What follows belongs to an exercise in optimizing a design on an open flow for small area and a short achievable clock period; a production flow would make more cautious choices. In this exercise RTL edits were held to simulation tests only and were not proved equivalent to the original. Power figures rest on the tool's default switching activity, not on a simulated workload.

==> flow/design.v <==
module mavg_pre_u #(parameter W = 20) (
	input  [W-1:0] a,
	input  [W-1:0] b,
	output [W-1:0] u
);
	assign u = ~(a ^ b);
endmodule
module mavg_pre_v #(parameter W = 20) (
	input  [W-1:0] a,
	input  [W-1:0] b,
	output [W-1:0] v
);
	assign v = a & ~b;
endmodule
module mavg_merge_s #(parameter W = 20) (
	input  [W-1:0] u,
	input  [W-1:0] c,
	output [W-1:0] sn
);
	assign sn = ~(u ^ c);
endmodule
module mavg_merge_k #(parameter W = 20) (
	input  [W-1:0] u,
	input  [W-1:0] v,
	input  [W-1:0] c,
	output [W-1:0] kn
);
	assign kn = {~(v[W-2:0] | (u[W-2:0] & c[W-2:0])), 1'b0};
endmodule
module mavg_prop #(parameter W = 20) (
	input  [W-1:0] sn,
	input  [W-1:0] kn,
	output [W-1:0] p
);
	assign p = sn ^ kn;
endmodule
module mavg_tprop #(parameter W = 20) (
	input  [W-1:0] sn,
	input  [W-1:0] kn,
	output [W-1:0] t
);
	assign t = ~(sn & kn);
endmodule
module mavg_gen #(parameter W = 20) (
	input  [W-1:0] sn,
	input  [W-1:0] kn,
	output [W-1:0] g
);
	assign g = ~(sn | kn);
endmodule
module mavg_ks #(parameter W = 20, parameter L = 1) (
	input  [W-1:0] gi,
	input  [W-1:0] pi,
	output [W-1:0] go,
	output [W-1:0] po
);
	localparam D = 1 << (L - 1);
	localparam IN_INV = ((L - 1) % 2) == 1;
	genvar j;
	generate
		for (j = 0; j < W; j = j + 1) begin : b
			if (j < D) begin : pass
				assign go[j] = gi[j];
				assign po[j] = pi[j];
			end else begin : op
				localparam K = j - D;
				localparam K_INV = (K < D) ? (K == 1 || (K >= 4 && K < 8) || K >= 16) : IN_INV;
				wire gk_t = K_INV ? ~gi[K] : gi[K];
				if (!IN_INV) begin : t2i
					assign go[j] = ~(gi[j] | (pi[j] & gk_t));
					assign po[j] = ~(pi[j] & pi[K]);
				end else begin : i2t
					assign go[j] = ~(gi[j] & (pi[j] | ~gk_t));
					assign po[j] = ~(pi[j] | pi[K]);
				end
			end
		end
	endgenerate
endmodule
module mavg_presel #(parameter W = 20) (
	input  [W-1:0] p,
	input  [W-1:0] hn,
	input          en,
	output [W-1:0] a1,
	output [W-1:0] a0
);
	assign a1 = en ? p : hn;
	assign a0 = en ? ~p : hn;
endmodule
module mavg_final #(parameter W = 20) (
	input  [W-1:0] a1,
	input  [W-1:0] a0,
	input  [W-1:0] c,
	output [W-1:0] y
);
	assign y[0] = ~a0[0];
	genvar j;
	generate
		for (j = 1; j < W; j = j + 1) begin : b
			if (j - 1 == 1 || (j - 1 >= 4 && j - 1 < 8) || j - 1 >= 16) begin : cinv
				assign y[j] = ~(c[j-1] ? a0[j] : a1[j]);
			end else begin : ctrue
				assign y[j] = ~(c[j-1] ? a1[j] : a0[j]);
			end
		end
	endgenerate
endmodule
module moving_avg_filter #(
	parameter WIDTH = 16,
	parameter N     = 16
)(
	input                         clk,
	input                         rst_n,
	input                         in_valid,
	input      signed [WIDTH-1:0] in_sample,
	output reg                    out_valid,
	output     signed [WIDTH-1:0] out_sample
);
	localparam SHIFT = 4;
	localparam W = WIDTH + SHIFT;
	reg [WIDTH-1:0] window [0:N-2];
	reg [WIDTH-1:0] oldest;   
	reg [SHIFT-1:0] count;    
	reg             full;     
	reg [W-1:0]     sum;
	wire fills = full | (&count);   
	wire [W-1:0] b = {{SHIFT{oldest[WIDTH-1]}}, oldest};
	wire [W-1:0] c = {{SHIFT{in_sample[WIDTH-1]}}, in_sample};
	wire [W-1:0] sel1, sel0, sum_n;
	wire [W-1:0] t0;
	wire [W-1:0] u, v, sn, kn, g0, p0, gn1, pn1, g2, p2, gn3, pn3, g4, p4, gn5, pn5, next_sum;
	mavg_pre_u             u_pru (.a(sum), .b(b), .u(u));
	mavg_pre_v             u_prv (.a(sum), .b(b), .v(v));
	mavg_merge_s           u_mgs (.u(u), .c(c), .sn(sn));
	mavg_merge_k           u_mgk (.u(u), .v(v), .c(c), .kn(kn));
	mavg_prop              u_prp (.sn(sn), .kn(kn), .p(p0));
	mavg_gen               u_gen (.sn(sn), .kn(kn), .g(g0));
	mavg_tprop             u_tpr (.sn(sn), .kn(kn), .t(t0));
	mavg_ks      #(.L(1))  u_ks1 (.gi(g0),  .pi(t0),  .go(gn1), .po(pn1));
	mavg_ks      #(.L(2))  u_ks2 (.gi(gn1), .pi(pn1), .go(g2),  .po(p2));
	mavg_ks      #(.L(3))  u_ks3 (.gi(g2),  .pi(p2),  .go(gn3), .po(pn3));
	mavg_ks      #(.L(4))  u_ks4 (.gi(gn3), .pi(pn3), .go(g4),  .po(p4));
	mavg_ks      #(.L(5))  u_ks5 (.gi(g4),  .pi(p4),  .go(gn5), .po(pn5));
	mavg_presel            u_psl (.p(p0), .hn(sum_n), .en(sum_en), .a1(sel1), .a0(sel0));
	mavg_final             u_fin (.a1(sel1), .a0(sel0), .c(gn5), .y(next_sum));
	assign sum_n = ~(sum & {W{rst_n}});
	wire   sum_en = in_valid & rst_n;
	integer i;
	always @(posedge clk) begin
		sum <= next_sum;
		if (!rst_n)
			oldest <= {WIDTH{1'b0}};
		else if (in_valid)
			oldest <= fills ? window[N-2] : {WIDTH{1'b0}};
		if (in_valid) begin
			window[0] <= in_sample;
			for (i = 1; i < N-1; i = i + 1)
				window[i] <= window[i-1];
		end
	end
	always @(posedge clk or negedge rst_n) begin
		if (!rst_n) begin
			count     <= {SHIFT{1'b0}};
			full      <= 1'b0;
			out_valid <= 1'b0;
		end else begin
			out_valid <= 1'b0;
			if (in_valid) begin
				count     <= count + 1'b1;
				if (&count) full <= 1'b1;
				out_valid <= fills;
			end
		end
	end
	assign out_sample = sum[W-1:SHIFT];
endmodule
module moving_avg_top #(
    parameter FILTER_TYPE =  0,     
    parameter WIDTH       = 16,
    parameter N           = 16,
    parameter SHIFT       =  4,
    parameter DO_ROUND    =  0,
    parameter K           =  3
)(
    input                     clk,
    input                     rst_n,
    input                     in_valid,
    input  signed [WIDTH-1:0] in_sample,
    output                    out_valid,
    output signed [WIDTH-1:0] out_sample
);
    wire                     out_valid_w;
    wire signed [WIDTH-1:0]  out_sample_w;
    generate
        if (FILTER_TYPE == 0) begin : gen_win_buffer
            moving_avg_filter #(
                .WIDTH (WIDTH),
                .N     (N)
            ) u_filter (
                .clk        (clk),
                .rst_n      (rst_n),
                .in_valid   (in_valid),
                .in_sample  (in_sample),
                .out_valid  (out_valid_w),
                .out_sample (out_sample_w)
            );
        end else begin : gen_default
            moving_avg_filter #(
                .WIDTH (WIDTH),
                .N     (N)
            ) u_filter (
                .clk        (clk),
                .rst_n      (rst_n),
                .in_valid   (in_valid),
                .in_sample  (in_sample),
                .out_valid  (out_valid_w),
                .out_sample (out_sample_w)
            );
        end
    endgenerate
    assign out_valid  = out_valid_w;
    assign out_sample = out_sample_w;
endmodule
export LEC_CHECK = 0
export CAP_MARGIN = 20
export CORE_MARGIN = 2
export CORE_UTILIZATION = 40
export CTS_BUF_LIST = sky130_fd_sc_hd__clkbuf_16
export CTS_CLUSTER_DIAMETER = 100
export CTS_CLUSTER_SIZE = 24
export SETUP_SLACK_MARGIN = 2.7
export SLEW_MARGIN = 20
export SYNTH_HIERARCHICAL = 1
create_clock -name core_clock -period 4.8 [get_ports {clk}]
standard.sh (not shown) runs the stock make flow with config.mk's settings and CLKGATE_MAP_FILE= SYNTH_SCRIPT=/design/flow/synth_recipe.tcl, a recipe that flattens the netlist after the stock synthesis.
==> flow/flow/run.sh <==
#!/bin/bash
# The standard layout (standard.sh, unchanged synthesis), except that the
# port buffers that global placement inserts are plain buf_2 cells instead of
# the delay buffers buffer_ports picks by default.
set -euo pipefail
export BUFFER_PORTS_ARGS="-buffer_cell sky130_fd_sc_hd__buf_2"
bash standard.sh > flow_make.log 2>&1
Rerun with:
--- a/flow/design.v
+++ b/flow/design.v
@@ -1,19 +1,21 @@
-module mavg_pre_u #(parameter W = 20) (
+module mavg_pre_u #(parameter W = 20, parameter B = 16) (
 	input  [W-1:0] a,
-	input  [W-1:0] b,
+	input  [B-1:0] b,
+	input          bsn,
 	output [W-1:0] u
 );
-	assign u = ~(a ^ b);
-endmodule
-module mavg_pre_v #(parameter W = 20) (
+	assign u = {a[W-1:B] ^ {(W-B){bsn}}, ~(a[B-1:0] ^ b)};
+endmodule
+module mavg_pre_v #(parameter W = 20, parameter B = 16) (
 	input  [W-1:0] a,
-	input  [W-1:0] b,
+	input  [B-1:0] b,
+	input          bsn,
 	output [W-1:0] v
 );
-	assign v = a & ~b;
+	assign v = {a[W-1:B] & {(W-B){bsn}}, a[B-1:0] & ~b};
 endmodule
 module mavg_merge_s #(parameter W = 20) (
 	input  [W-1:0] u,
 	input  [W-1:0] c,
 	output [W-1:0] sn
 );
@@ -117,23 +119,23 @@
 	output     signed [WIDTH-1:0] out_sample
 );
 	localparam SHIFT = 4;
 	localparam W = WIDTH + SHIFT;
 	reg [WIDTH-1:0] window [0:N-2];
 	reg [WIDTH-1:0] oldest;   
+	reg             oldest_sign_n;   
 	reg [SHIFT-1:0] count;    
 	reg             full;     
 	reg [W-1:0]     sum;
 	wire fills = full | (&count);   
-	wire [W-1:0] b = {{SHIFT{oldest[WIDTH-1]}}, oldest};
 	wire [W-1:0] c = {{SHIFT{in_sample[WIDTH-1]}}, in_sample};
 	wire [W-1:0] sel1, sel0, sum_n;
 	wire [W-1:0] t0;
 	wire [W-1:0] u, v, sn, kn, g0, p0, gn1, pn1, g2, p2, gn3, pn3, g4, p4, gn5, pn5, next_sum;
-	mavg_pre_u             u_pru (.a(sum), .b(b), .u(u));
-	mavg_pre_v             u_prv (.a(sum), .b(b), .v(v));
+	mavg_pre_u             u_pru (.a(sum), .b(oldest), .bsn(oldest_sign_n), .u(u));
+	mavg_pre_v             u_prv (.a(sum), .b(oldest), .bsn(oldest_sign_n), .v(v));
 	mavg_merge_s           u_mgs (.u(u), .c(c), .sn(sn));
 	mavg_merge_k           u_mgk (.u(u), .v(v), .c(c), .kn(kn));
 	mavg_prop              u_prp (.sn(sn), .kn(kn), .p(p0));
 	mavg_gen               u_gen (.sn(sn), .kn(kn), .g(g0));
 	mavg_tprop             u_tpr (.sn(sn), .kn(kn), .t(t0));
 	mavg_ks      #(.L(1))  u_ks1 (.gi(g0),  .pi(t0),  .go(gn1), .po(pn1));
@@ -145,16 +147,19 @@
 	mavg_final             u_fin (.a1(sel1), .a0(sel0), .c(gn5), .y(next_sum));
 	assign sum_n = ~(sum & {W{rst_n}});
 	wire   sum_en = in_valid & rst_n;
 	integer i;
 	always @(posedge clk) begin
 		sum <= next_sum;
-		if (!rst_n)
-			oldest <= {WIDTH{1'b0}};
-		else if (in_valid)
-			oldest <= fills ? window[N-2] : {WIDTH{1'b0}};
+		if (!rst_n) begin
+			oldest        <= {WIDTH{1'b0}};
+			oldest_sign_n <= 1'b1;
+		end else if (in_valid) begin
+			oldest        <= fills ? window[N-2] : {WIDTH{1'b0}};
+			oldest_sign_n <= ~(fills & window[N-2][WIDTH-1]);
+		end
 		if (in_valid) begin
 			window[0] <= in_sample;
 			for (i = 1; i < N-1; i = i + 1)
 				window[i] <= window[i-1];
 		end
 	end
Outcome: Wire length shrinks by 1.3%; final cell count shrinks by 2.1%; count of clock-buffer cells in the layout stays the same; clock skew grows by 0.0060 ns; final area shrinks by 0.74%; sequential share of layout area grows by 0.50 points; non-clock buffer count grows by 5; combinational power stays flat; synthesized area shrinks by about 1%; via count shrinks by 0.93%; clock power barely changes; power stays flat; flip-flop and latch count grows by 1; maximum frequency hardly moves.

re-timing with driven ports:
No port has a modelled driver above. Below, the same layouts with a new extraction and two added sets of constraints. Step 1 (the two cells are an assumption about what drives the block):
set clk [get_ports {clk}]
set_driving_cell -lib_cell sky130_fd_sc_hd__clkbuf_16 $clk
set_driving_cell -lib_cell sky130_fd_sc_hd__buf_2 [delete_from_list [all_inputs] $clk]
Step 2, shift: input delay + t, output delay - t, t = (earliest + latest rising clock arrival at the registers) / 2. This alone moves slack from input paths to output paths. Slacks: no drivers / after step 1 / after step 2; pairs: no drivers / after step 1.
| run | t (ns) | setup WS [ns] | latest minus earliest clock arrival (ns) |
|---|---|---|---|
| the first run | 0.532 | 2.732 / 2.687 / 2.226 | 0.014 / 0.014 |
| the second run | 0.523 | 2.736 / 2.693 / 2.215 | 0.020 / 0.020 |
After both steps every run listed still meets setup and hold. The setup slack of the second run, which loses most, moves by -0.043 ns with the drivers and by -0.521 ns with both steps.
